What follows belongs to an exercise in optimizing a design on an open flow for small area; a production flow would make more cautious choices. In this exercise RTL edits were held to simulation tests only and were not proved equivalent to the original. Power is estimated from default activity; no workload was simulated.

==> job 570: inputs <==
// CoinsMatrixBitMap
module	CoinsMatrixBitMap	(	
					input	logic	clk,
					input	logic	resetN,
					input	logic	[10:0] offsetX, 
					input	logic	[10:0] offsetY,
					input	logic	InsideRectangle,  
					input	logic	coinCollision,
					input logic [4:0] randomMapLocationX,
					input logic [3:0] randomMapLocationY,
					input logic placeCoin,		 
					input logic placeMoneyBag,	 
					input logic placeTimeBoost,	 
					output	logic	drawingRequest,  
					output	logic	[7:0] RGBout,   
					output	logic upScore,			 
					output	logic upTime			 
 ) ;
localparam int NX = 18 ;
localparam int NY = 12 ;
localparam logic [NX*NY-1:0] NP_INIT = 216'h2198c200000000a03329c84850c284848f333c000064c380300 ;
localparam logic [NX*NY-1:0] Q_INIT  = 216'h3d98c70001c000f0333dc84f50c3c484ff333c000064c380300 ;
localparam logic [NX*NY-1:0] PQ_TILE = 216'h2198c200000000a03329c84870c284848f333c000064c380300 ;
logic [NX*NY-1:0] nP, Q, empty ;
logic pick_anotherCoin_flag ;    
logic pick_anotherMoneyBag_flag ;
logic [4:0] oX ;
logic [3:0] oY ;
assign oX = offsetX[9:5] ;
assign oY = offsetY[8:5] ;
logic offset_inMap ;
assign offset_inMap = (oX < NX) && (oY < NY) ;
logic [4:0] rX ;
logic [3:0] rY ;
  ...
Settings: LEC_CHECK=0, CAP_MARGIN=10, CORE_MARGIN=2, CORE_UTILIZATION=58, PLACE_DENSITY=0.68, SLEW_MARGIN=10; clock period 12.0 ns.
standard.sh (not shown) runs the stock make flow with config.mk's settings and CLKGATE_MAP_FILE= SYNTH_SCRIPT=/design/flow/synth_recipe.tcl, a recipe that flattens the netlist after the stock synthesis.
==> flow/flow/run.sh <==
#!/bin/bash
# Own layout flow:
#  2. the same synthesis script again, once per area-oriented ABC script in flow/abc_*.script,
#     each replacing ABC's delay-oriented script; the registers come out the same (same
#     instances, names and cells, checked against step 1), only the combinational logic is
#     mapped differently; the smallest netlist is kept;
#  3. the standard layout steps on that netlist, with a clock tree without dummy loads and
#     lighter port buffers.
set -uo pipefail
WORK=$(pwd)
FLOWDIR=$WORK/flow
R=$WORK/orfs/results/$FLOW_PLATFORM/CoinsMatrixBitMap/base

# 1. standard synthesis
bash standard.sh synth > synth_standard.log 2>&1 || { echo "standard synthesis failed"; exit 1; }
cp "$R/1_2_yosys.v" std_1_2_yosys.v

# 2. area-oriented synthesis, one run per ABC script, in parallel
synth_area() {
  local name=$1 script=$2
  rm -rf "scripts_$name" "orfs_$name"
  cp -r "$FLOW_HOME/scripts" "scripts_$name"
  cp "$script" "scripts_$name/abc_speed.script"
  local A=$WORK/orfs_$name/results/$FLOW_PLATFORM/CoinsMatrixBitMap/base
  make -C "$FLOW_HOME" DESIGN_CONFIG="$WORK/config.mk" WORK_HOME="$WORK/orfs_$name" CLKGATE_MAP_FILE= \
    SYNTH_SCRIPT="$WORK/synth_recipe.tcl" SCRIPTS_DIR="$WORK/scripts_$name" "$A/1_2_yosys.v" > "synth_$name.log" 2>&1 \
  && python3 "$FLOWDIR/sameregs.py" std_1_2_yosys.v "$A/1_2_yosys.v" > "sameregs_$name.log" 2>&1 \
  && touch "ok_$name"
}
names=()
for s in "$FLOWDIR"/abc_*.script; do
  n=$(basename "$s" .script); n=${n#abc_}
  names+=("$n")
  synth_area "$n" "$s" &
done
wait
best=""; best_area=""
for n in "${names[@]}"; do
  st=$WORK/orfs_$n/reports/$FLOW_PLATFORM/CoinsMatrixBitMap/base/synth_stat.txt
  if [[ -f ok_$n && -f $st ]]; then
    a=$(sed -n "s/.*Chip area for module.*: *\([0-9.]*\).*/\1/p" "$st" | tail -1)
    echo "$n: $a" >> synth_areas.log
    if [[ -n $a ]] && { [[ -z $best_area ]] || python3 -c "import sys; sys.exit(0 if $a < $best_area else 1)"; }; then
      best=$n; best_area=$a
    fi
  else
    echo "$n: failed" >> synth_areas.log
  fi
done
if [[ -n $best ]]; then
  cp "$WORK/orfs_$best/results/$FLOW_PLATFORM/CoinsMatrixBitMap/base/1_2_yosys.v" "$R/1_2_yosys.v"
  touch "$R/1_2_yosys.v"
  echo "using the area-mapped netlist from $best ($best_area um2)" | tee -a synth_areas.log
else
  echo "area synthesis failed; using the standard netlist" | tee -a synth_areas.log
fi

# 3. standard layout steps
export CTS_ARGS="-sink_clustering_enable -repair_clock_nets -dont_use_dummy_load -buf_list sky130_fd_sc_hd__clkbuf_8 -sink_clustering_size 16 -sink_clustering_max_diameter 70"
export BUFFER_PORTS_ARGS="-buffer_cell sky130_fd_sc_hd__buf_1"
bash standard.sh > layout.log 2>&1 || { echo "layout failed"; exit 1; }
==> flow/flow/abc_dc4.script <==
strash
dc2
dc2
dc2
dc2
&get -n
&dch
&nf -R 1000 -p -F 8 -C 32
&put
==> flow/flow/abc_deep0.script <==
strash
&get -n
&deepsyn -T 200 -S 0
&dch
&nf -R 1000 -p -F 8 -C 32
&put
==> flow/flow/abc_deep1.script <==
strash
&get -n
&deepsyn -T 200 -S 1
&dch
&nf -R 1000 -p -F 8 -C 32
&put
==> flow/flow/abc_deep2.script <==
strash
&get -n
&deepsyn -T 200 -S 2
&dch
&nf -R 1000 -p -F 8 -C 32
&put
==> flow/flow/abc_deep4.script <==
strash
&get -n
&deepsyn -T 200 -S 4
&dch
&nf -R 1000 -p -F 8 -C 32
&put
Other scripts of this flow, unchanged in this note and not shown: flow/flow/abc_dc4mfs.script, flow/flow/sameregs.py
==> job 5967 (differences from job 570) <==
--- a/flow/design.v
+++ b/flow/design.v
@@ -16,16 +16,18 @@
 					output	logic upTime			 
  ) ;
 localparam int NX = 18 ;
 localparam int NY = 12 ;
 localparam logic [NX*NY-1:0] NP_INIT = 216'h2198c200000000a03329c84850c284848f333c000064c380300 ;
 localparam logic [NX*NY-1:0] Q_INIT  = 216'h3d98c70001c000f0333dc84f50c3c484ff333c000064c380300 ;
 localparam logic [NX*NY-1:0] PQ_TILE = 216'h2198c200000000a03329c84870c284848f333c000064c380300 ;
 logic [NX*NY-1:0] nP, Q, empty ;
+logic [NX*NY-1:0] Qs ;
+assign Q = Qs ^ Q_INIT ;
 logic pick_anotherCoin_flag ;    
 logic pick_anotherMoneyBag_flag ;
 logic [4:0] oX ;
 logic [3:0] oY ;
 assign oX = offsetX[9:5] ;
 assign oY = offsetY[8:5] ;
 logic offset_inMap ;
 assign offset_inMap = (oX < NX) && (oY < NY) ;
@@ -884,20 +886,20 @@
 				assign Qn = ~(rsb_n & ~(rs_n & oe_n & Q[I])) ;
 			end else begin : n
 				assign nPn = rs_n & (~oe_n | nP[I]) ;
 				assign Qn = ~(rsb_n & ~(rs_n & Q[I])) ;
 			end
 			always_ff @(posedge clk or negedge resetN) begin
 				if (!resetN) begin
 					nP[I] <= NP_INIT[I] ;
-					Q[I] <= Q_INIT[I] ;
+					Qs[I] <= 1'b0 ;
 				end else begin
 					nP[I] <= nPn ;
-					Q[I] <= Qn ;
+					Qs[I] <= Qn ^ Q_INIT[I] ;
 				end
 			end
 		end
 	end
 endgenerate
 always_ff @(posedge clk or negedge resetN) begin
 	if (!resetN) begin
 		RGBout <= 8'h00 ;
==> flow/flow/abc_deep0mfs.script (new file) <==
strash
&get -n
&deepsyn -T 200 -S 0
&dch
&nf -R 1000 -p -F 8 -C 32
&put
mfs3 -a
==> flow/flow/abc_deep1mfs.script (new file) <==
strash
&get -n
&deepsyn -T 200 -S 1
&dch
&nf -R 1000 -p -F 8 -C 32
&put
mfs3 -a
==> flow/flow/abc_deep2mfs.script (new file) <==
strash
&get -n
&deepsyn -T 200 -S 2
&dch
&nf -R 1000 -p -F 8 -C 32
&put
mfs3 -a
==> flow/flow/abc_deep4mfs.script (new file) <==
strash
&get -n
&deepsyn -T 200 -S 4
&dch
&nf -R 1000 -p -F 8 -C 32
&put
mfs3 -a
==> flow/flow/abc_deep5mfs.script (new file) <==
strash
&get -n
&deepsyn -T 200 -S 5
&dch
&nf -R 1000 -p -F 8 -C 32
&put
mfs3 -a
removed: flow/flow/abc_dc4.script
removed: flow/flow/abc_deep0.script
removed: flow/flow/abc_deep1.script
removed: flow/flow/abc_deep2.script
removed: flow/flow/abc_deep4.script
==> summary of the runs <==
Job 570 went through all stages and came out clean. Job 5967 finished with timing, DRC and antenna clean.
In job 570 the clock power is higher than in job 5967, by about 2%.
In job 570 the via count is lower than in job 5967, by about 4.3%.
Synthesized cell count: job 5967 is larger than job 570 (about 1.5%).
Core utilization: job 5967 is higher than job 570 (0.68 points).
In job 5967 the register-to-register slack is lower than in job 570, by 0.06 ns.
In sequential share of layout area, job 570 and job 5967 hardly differ.
Of job 570 and job 5967, job 5967 has the higher combinational power (gap about 12%, measured against job 5967).
Wire length: job 570 is smaller than job 5967 (6.4%).
In job 5967 the worst setup slack is worse than in job 570, by 0.64 ns.
Between job 570 and job 5967, the lower maximum frequency is in job 5967 (gap 8.2%, measured against job 5967).
==> figures <==
|  | job 570 | job 5967 |
|---|---|---|
| Number of placed cells counting well taps | 3067 | 3099 |
| Violation count after the first detailed-routing iteration | 4742 | 5039 |
| DR vias/cell | 7.967 | 8.236 |
| Final Util | 64.04% | 64.72% |
| Number of clock-tree buffers in the layout | 36 | 35 |
| Met2 wire length | 41150 µm | 40860 µm |
| Area post-placement | 24130 µm² | 23920 µm² |
| Clock group share of total power | 30.5% | 29.6% |
| Worst Path Max Fanout | 27 | 26 |
| First-pass GRT wire length | 145500 µm | 153700 µm |
| Pin count of the biggest net entering global routing | 166 | 195 |
| Layout-to-synthesis area ratio | 1.0927x | 1.0949x |
| Gp weighted congestion | 0.9983 | 1.032 |
| Synthesized area per cell | 9.270 µm² | 9.039 µm² |
| Share of cell area taken by multi-input logic gates | 46.36% | 45.75% |
| Outcome | complete, no violations | complete, no violations |
| Met1 demand-to-capacity share in global routing | 60.92% | 61.52% |
| Fraction of layout instances using a drive strength above 1 | 10.83% | 8.044% |
| Final cell count without fillers | 3106 | 3140 |
| Arr. time, crit path | 8.18 ns | 8.76 ns |
| Die boundary height | 201.2 µm | 200.2 µm |

## static timing again, ports no longer ideal
Ports are ideal in the flow. The routed layouts listed here were re-timed in OpenROAD.
Step 1, drivers: a clkbuf_16 drives clk and a buf_2 each remaining input, both assumed.
Step 2 times the ports against the registers' clock, not the clock port: input delays grow and output delays shrink by t, the midpoint of the rising clock arrivals with the driver on.
Slacks: ideal ports / drivers / drivers and shift; pairs: ideal ports / drivers.
run	t (ns)	setup slack, ns	hold WS [ns]	worst register clock-pin slew, ns	worst data-port slew with drivers (ns)
job 570	0.659	4.271 / 4.300 / 3.641	0.496 / 0.496 / 0.496	0.11 / 0.11	0.08
job 5967	0.664	3.633 / 3.661 / 2.997	0.511 / 0.511 / 0.511	0.11 / 0.11	0.17
After both steps setup and hold are still met in every run listed. For job 5967, which loses most, drivers alone change the setup slack by +0.028 ns; drivers and shift together by -0.636 ns.
